What follows belongs to an exercise in optimizing a design on an open flow for small area; a production flow would make more cautious choices.
In this exercise RTL edits were held to simulation tests only and were not proved equivalent to the original.
The clock port is modelled as an ideal driver; clocking choices that lean on that would not hold on a real chip.
Power figures rest on the tool's default switching activity, not on a simulated workload.

## cube_top
module cube_top( 
	input clk, 
	input rst,
	input [7:0] sw, 
	input btn_reset, 
	input btn_ccw, 
	input btn_cw,
	input btn_hrot, 
	input btn_vrot,
	output [7:0] seg, 
	output [3:0] an,
	output hsync,			 
	output vsync,			 
	output [2:0] red,		 
	output [2:0] green,	 
	output [1:0] blue		 
    );
	wire segtick;
	wire randclk;
	wire [1:0] digit;	 
	wire cw_press, ccw_press, hrot_press, vrot_press;
	wire [1:0] state;	 
	wire [15:0] bcd;	 
	wire [3:0] rand_num;	 
	clk_divider clk_divider(.clk(clk), .rst(rst), .segtick(segtick), .randclk(randclk), .hi(digit));
	seg_display seg_display(.clk(clk), .rst(rst), .segtick(segtick), .digit(digit), .state(state),
		.bcd(bcd), .seg(seg), .an(an));
	debouncing d1(.clk(clk), .rst(rst), .btn(btn_cw), .press(cw_press));
	debouncing d2(.clk(clk), .rst(rst), .btn(btn_ccw), .press(ccw_press));
	debouncing d3(.clk(clk), .rst(rst), .btn(btn_hrot), .press(hrot_press));
	debouncing d4(.clk(clk), .rst(rst), .btn(btn_vrot), .press(vrot_press));
	lfsr lfsr(.clk(clk), .rst(rst), .out(rand_num));
	logic_and_vga logic_and_vga(
		.clk(clk), .rst(rst), .randclk(randclk), .sw(sw), .btn_reset(btn_reset),
		.cw_press(cw_press), .ccw_press(ccw_press),
		.hrot_press(hrot_press), .vrot_press(vrot_press),
		.rand_num(rand_num), .state(state), .bcd(bcd),
		.hsync(hsync), .vsync(vsync), .red(red), .green(green), .blue(blue));
endmodule
For scale: about 0.016 mm^2 of cells after synthesis.
export LEC_CHECK = 0
export CAP_MARGIN = 20
export CORE_MARGIN = 2
export CORE_UTILIZATION = 25
export SLEW_MARGIN = 20
create_clock -name core_clock -period 12.0 [get_ports {clk}]
standard.sh (not shown) runs the stock make flow with config.mk's settings and CLKGATE_MAP_FILE= SYNTH_SCRIPT=/design/flow/synth_recipe.tcl, a recipe that flattens the netlist after the stock synthesis.
==> flow/flow/run.sh <==
#!/bin/bash
# Own layout flow: the standard flow (standard.sh) with these changes.
# 1. Synthesis: the standard synthesis script (synth_recipe.tcl, run through
#    standard.sh), with only its ABC technology-mapping call changed: an
#    area-oriented ABC script (flow/abc_*.abc) instead of ORFS's speed script,
#    and a delay target of 12000 ps (the clock period) instead of 12. Each
#    script is tried; a netlist is only used if its flip-flops (instance names
#    and cells) are exactly the standard synthesis's. The (up to) four
#    smallest such netlists are each placed (standard floorplan and placement)
#    and the one with the smallest placed cell area is laid out.
# 2. Port buffers are sky130_fd_sc_hd__buf_1 (the standard flow's
#    buffer_ports picks a larger delay buffer); every port still gets one.
# 3. Clock tree synthesis without dummy loads, tried with each setting in
#    flow/cts_configs.txt; the tree with the smallest cell area whose largest
#    flip-flop clock-pin slew (placement estimate) is at most 95 ps is kept
#    (the first setting if none is).
# Each tool's output goes to a log file in this folder.
set -euo pipefail
W=$(pwd)
PLAT=${FLOW_PLATFORM:-sky130hd}
R=$W/orfs/results/$PLAT/cube_top/base
REP=$W/orfs/reports/$PLAT/cube_top/base
FH=${FLOW_HOME:-/OpenROAD-flow-scripts/flow}
LIB=$FH/platforms/sky130hd/lib/sky130_fd_sc_hd__tt_025C_1v80.lib
PORTS="BUFFER_PORTS_ARGS=-buffer_cell sky130_fd_sc_hd__buf_1"

flops() { grep -E '^\s*sky130_fd_sc_hd__(df|ed|sdf|dl)[a-z0-9_]* ' "$1" | awk '{print $1, $2}' | sort; }
area() { grep -m1 'Chip area for module' "$1" | awk '{print $NF}'; }

# 1. the standard synthesis, then the synthesis with each ABC script
bash standard.sh synth > $W/log_1_synth_standard.txt 2>&1
cp $R/1_2_yosys.v $W/synth_standard.v
cp $REP/synth_stat.txt $W/synth_standard_stat.txt
flops $W/synth_standard.v > $W/flops_standard.txt
echo "standard $(area $W/synth_standard_stat.txt)" > $W/synth_areas.txt
echo "standard $(area $W/synth_standard_stat.txt)" > $W/synth_ok.txt
mkdir -p $W/res_synth; cp -p $R/* $W/res_synth/
for abc in $W/flow/abc_*.abc; do
  n=$(basename $abc .abc)
  {
    echo 'proc abc {args} {'
    echo '  set i [lsearch -exact $args -script]'
    echo "  if {\$i >= 0} { set args [lreplace \$args [expr {\$i + 1}] [expr {\$i + 1}] $abc] }"
    echo '  set i [lsearch -exact $args -D]'
    echo '  if {$i >= 0} { set args [lreplace $args [expr {$i + 1}] [expr {$i + 1}] 12000] }'
    echo '  yosys abc {*}$args'
    echo '}'
    cat $W/synth_recipe.tcl
  } > $W/synth_$n.tcl
  rm -f $R/1_2_yosys.v $R/1_synth.odb $R/1_synth.sdc
  if bash standard.sh "SYNTH_SCRIPT=$W/synth_$n.tcl" $R/1_2_yosys.v > $W/log_1_synth_$n.txt 2>&1; then
    cp $R/1_2_yosys.v $W/synth_$n.v
    cp $REP/synth_stat.txt $W/synth_${n}_stat.txt
    a=$(area $W/synth_${n}_stat.txt)
    if flops $W/synth_$n.v | cmp -s - $W/flops_standard.txt; then
      echo "$n $a" >> $W/synth_areas.txt
      echo "$n $a" >> $W/synth_ok.txt
    else
      echo "$n $a flip-flops differ, not used" >> $W/synth_areas.txt
    fi
  else
    echo "$n failed" >> $W/synth_areas.txt
  fi
done
# 2. floorplan and placement (standard, smaller port buffers) of the four
#    smallest netlists; keep the smallest placed design
sort -k2 -g $W/synth_ok.txt | head -4 | awk '{print $1}' > $W/place_candidates.txt
pbest=""; pbest_area=""
while IFS= read -r n; do
  rm -rf $R; mkdir -p $R
  cp -p $W/res_synth/* $R/
  rm -f $R/1_2_yosys.v $R/1_synth.odb $R/1_synth.sdc
  cp $W/synth_$n.v $R/1_2_yosys.v
  if bash standard.sh "$PORTS" place > $W/log_3_place_$n.txt 2>&1; then
    EVAL_ODB=$R/3_place.odb openroad -no_init -exit $W/flow/place_eval.tcl > $W/log_3_place_eval_$n.txt 2>&1 || true
    a=$(grep "^EVAL" $W/log_3_place_eval_$n.txt | awk '{print $3}' || true)
    echo "$n $a" >> $W/place_areas.txt
    if [ -n "$a" ]; then
      rm -rf $W/res_$n; cp -rp $R $W/res_$n
      if [ -z "$pbest_area" ] || awk -v a="$a" -v b="$pbest_area" 'BEGIN { exit !(a < b) }'; then pbest=$n; pbest_area=$a; fi
    fi
  else
    echo "$n failed" >> $W/place_areas.txt
  fi
done < $W/place_candidates.txt
test -n "$pbest"
echo "chosen $pbest $pbest_area" >> $W/place_areas.txt
rm -rf $R; cp -rp $W/res_$pbest $R
cp $W/synth_${pbest}_stat.txt $REP/synth_stat.txt

# 3. clock tree synthesis with each setting
i=0; cbest=""; cbest_area=""
while IFS= read -r cfg; do
  [ -n "$cfg" ] || continue
  i=$((i+1))
  rm -f $R/4_1_cts.odb $R/4_cts.odb $R/4_cts.sdc
  if bash standard.sh "$PORTS" "CTS_ARGS=$cfg" cts > $W/log_4_cts_$i.txt 2>&1; then
    mkdir -p $W/cts_$i
    cp -p $R/4_1_cts.odb $R/4_cts.odb $R/4_cts.sdc $W/cts_$i/
    EVAL_ODB=$R/4_cts.odb EVAL_SDC=$R/4_cts.sdc EVAL_LIB=$LIB EVAL_RC=$FH/platforms/sky130hd/setRC.tcl \
      openroad -no_init -exit $W/flow/cts_eval.tcl > $W/log_4_cts_eval_$i.txt 2>&1 || true
    e=$(grep "^EVAL" $W/log_4_cts_eval_$i.txt || true)
    a=$(echo "$e" | awk '{print $3}'); s=$(echo "$e" | awk '{print $5}')
    echo "$i area $a slew_ps $s : $cfg" >> $W/cts_choice.txt
    if [ -n "$a" ] && [ -n "$s" ] && awk -v s="$s" 'BEGIN { exit !(s <= 95) }'; then
      if [ -z "$cbest_area" ] || awk -v a="$a" -v b="$cbest_area" 'BEGIN { exit !(a < b) }'; then
        cbest=$i; cbest_area=$a
      fi
    fi
  else
    echo "$i failed : $cfg" >> $W/cts_choice.txt
  fi
done < $W/flow/cts_configs.txt
[ -n "$cbest" ] || cbest=1
echo "chosen $cbest" >> $W/cts_choice.txt
cfg=$(grep -v '^$' $W/flow/cts_configs.txt | sed -n "${cbest}p")
cp -p $W/cts_$cbest/4_1_cts.odb $W/cts_$cbest/4_cts.odb $W/cts_$cbest/4_cts.sdc $R/

# 4. the rest of the standard flow
bash standard.sh "$PORTS" "CTS_ARGS=$cfg" finish > $W/log_5_finish.txt 2>&1
test -f $W/out/final.def
Other scripts of this flow, unchanged in this note and not shown: flow/flow/abc.constr, flow/flow/abc_1.abc, flow/flow/abc_2.abc, flow/flow/abc_3.abc, flow/flow/abc_4.abc, flow/flow/abc_5.abc, flow/flow/abc_6.abc, flow/flow/abc_7.abc, flow/flow/abc_8.abc, flow/flow/abc_9.abc, flow/flow/cts_configs.txt, flow/flow/cts_eval.tcl, flow/flow/place_eval.tcl
Then changed:
--- a/flow/design.v
+++ b/flow/design.v
@@ -31,26 +31,26 @@
     );
 	reg started;			 
 	wire [1:0] cur = digit - 2'd1;	 
 	reg [3:0] num;
 	reg [7:0] nxt;
 	function [7:0] seg_val;
 		input [3:0] n;
 		case (n)
-			4'b0000: seg_val = 8'b11000000;	 
-			4'b0001: seg_val = 8'b11111001;	 
-			4'b0011: seg_val = 8'b10100100;	 
-			4'b0110: seg_val = 8'b10110000;	 
-			4'b1101: seg_val = 8'b10011001;	 
-			4'b1011: seg_val = 8'b10010010;	 
-			4'b0111: seg_val = 8'b10000010;	 
-			4'b1110: seg_val = 8'b11111000;	 
-			4'b1100: seg_val = 8'b10000000;	 
-			default: seg_val = 8'b10010000;	 
+			0: seg_val = 8'b11000000;
+			1: seg_val = 8'b11111001;
+			2: seg_val = 8'b10100100;
+			3: seg_val = 8'b10110000;
+			4: seg_val = 8'b10011001;
+			5: seg_val = 8'b10010010;
+			6: seg_val = 8'b10000010;
+			7: seg_val = 8'b11111000;
+			8: seg_val = 8'b10000000;
+			default: seg_val = 8'b10010000;
 		endcase
 	endfunction
 	always @* begin
 		case (digit)
 			2'd0: num = bcd[15:12];
 			2'd1: num = bcd[11:8];
 			2'd2: num = bcd[7:4];
 			default: num = bcd[3:0];
@@ -136,30 +136,28 @@
 	output [2:0] red,
 	output [2:0] green,
 	output [1:0] blue
     );
 	reg [2:0] hg, vg;
 	reg [6:0] hw, vw;
 	wire line_end = (hg == 3'd7) && (hw == 7'd15);
 	wire frame_end = (vg == 3'd4) && (vw == 7'd89);
-	wire [6:0] w_inc = (line_end ? vw : hw) + 7'd1;
-	wire [2:0] g_inc = (line_end ? vg : hg) + 3'd1;
 	always @(posedge clk)
 		if (rst) begin
 			hg <= 0; hw <= 56; vg <= 0; vw <= 49;
 		end
 		else if (line_end) begin
 			hg <= 0; hw <= 56;
 			if (frame_end) begin vg <= 0; vw <= 49; end
-			else if (vw == 7'd119) begin vg <= g_inc; vw <= 0; end
-			else vw <= w_inc;
+			else if (vw == 7'd119) begin vg <= vg + 1; vw <= 0; end
+			else vw <= vw + 1;
 		end
-		else if (hw == 7'd119) begin hg <= g_inc; hw <= 0; end
-		else hw <= w_inc;
+		else if (hw == 7'd119) begin hg <= hg + 1; hw <= 0; end
+		else hw <= hw + 1;
 	assign hsync = ~(hg == 0 || (hg == 1 && hw < 32));	 
 	assign vsync = ~(vg == 0 && vw < 51);			 
 	wire clr = rst | btn_reset;
 	wire scramble = sw[0] & randclk;
 	wire turn = cw_press | ccw_press;
 	wire onehot = (sw[7:2] == 6'b100000) | (sw[7:2] == 6'b010000) | (sw[7:2] == 6'b001000) |
 	              (sw[7:2] == 6'b000100) | (sw[7:2] == 6'b000010) | (sw[7:2] == 6'b000001);
 	reg [2:0] tface;
@@ -192,34 +190,26 @@
 	reg [1:0] st_q;
 	always @* state = (st_q == 2 && solved) ? 2'd3 : st_q;
 	always @(posedge clk)
 		if (clr) st_q <= 0;
 		else if (scramble) st_q <= 1;
 		else if (turn && state == 1) st_q <= 2;
 		else st_q <= state;
 	wire counted = ~clr & ~scramble & turn & onehot;
-	function [3:0] dnext;
-		input [3:0] x;
-		dnext = {x[2:0], x[3] ? x[0] : ~(x[1] & x[0])};
-	endfunction
-	function is9;
-		input [3:0] x;
-		is9 = x[3] & ~x[2] & ~x[1];
-	endfunction
 	wire [3:0] d0 = bcd[3:0], d1 = bcd[7:4], d2 = bcd[11:8], d3 = bcd[15:12];
-	wire c0 = is9(d0), c1 = c0 & is9(d1), c2 = c1 & is9(d2);
-	wire wrap = (bcd == 16'b1100_0001_1000_0001);	 
+	wire wrap = (bcd == 16'h8191);
+	wire c0 = (d0 == 9), c1 = c0 & (d1 == 9), c2 = c1 & (d2 == 9);
 	always @(posedge clk) begin
 		if (clr | scramble | (counted & wrap)) bcd <= 0;
 		else if (counted) begin
-			bcd[3:0] <= dnext(d0);
-			if (c0) bcd[7:4] <= dnext(d1);
-			if (c1) bcd[11:8] <= dnext(d2);
-			if (c2) bcd[15:12] <= dnext(d3);
+			bcd[3:0] <= c0 ? 4'd0 : d0 + 1;
+			bcd[7:4] <= c0 ? (c1 ? 4'd0 : d1 + 1) : d1;
+			bcd[11:8] <= c1 ? (c2 ? 4'd0 : d2 + 1) : d2;
+			bcd[15:12] <= c2 ? d3 + 1 : d3;
 		end
 	end
 	wire [2:0] hcell = {hw >= 70 && hw < 100, hw >= 35 && hw < 65, hw < 30};
 	wire [2:0] vcell = {vw >= 70 && vw < 100, vw >= 35 && vw < 65, vw < 30};
 	wire [5:0] lcol;
 	assign lcol[0] = hg == 5 && hw >= 60 && hw < 70;
 	assign lcol[1] = hg == 5 && hw >= 80 && hw < 90;
 	assign lcol[2] = hg == 5 && hw >= 100 && hw < 110;
Result:
- worst setup slack degrades by 460 ps
- cell area increases by 1.8%
- wire length goes down by 2.2%
- total power drops by 3.8%
- count of clock-buffer cells in the layout went down by 10
- critical path depth is unchanged
- combinational power drops by about 2%
- fmax goes down by 6.0%

==> afterwards: timing with drivers on the ports <==
The results above use ideal ports. As a check the final layouts listed here were re-extracted and re-timed, cells and wires unchanged. Step 1, drivers: a clkbuf_16 drives clk and a buf_2 each remaining input, both assumed. Step 2, shift: input delay + t, output delay - t, t = (earliest + latest rising clock arrival at the registers) / 2. This alone moves slack from input paths to output paths. a / b / c = ideal / step 1 / step 2; a / b = the first two.
run	t, ns	slack for setup (ns)	pins driven straight from the clock port
the first run	0.837	4.747 / 4.747 / 4.747	1
the second run	0.749	4.288 / 4.288 / 4.070	1
After both steps every run listed still meets setup and hold. For the second run, which loses most, drivers alone change the setup slack by 0.000 ns; drivers and shift together by -0.218 ns.
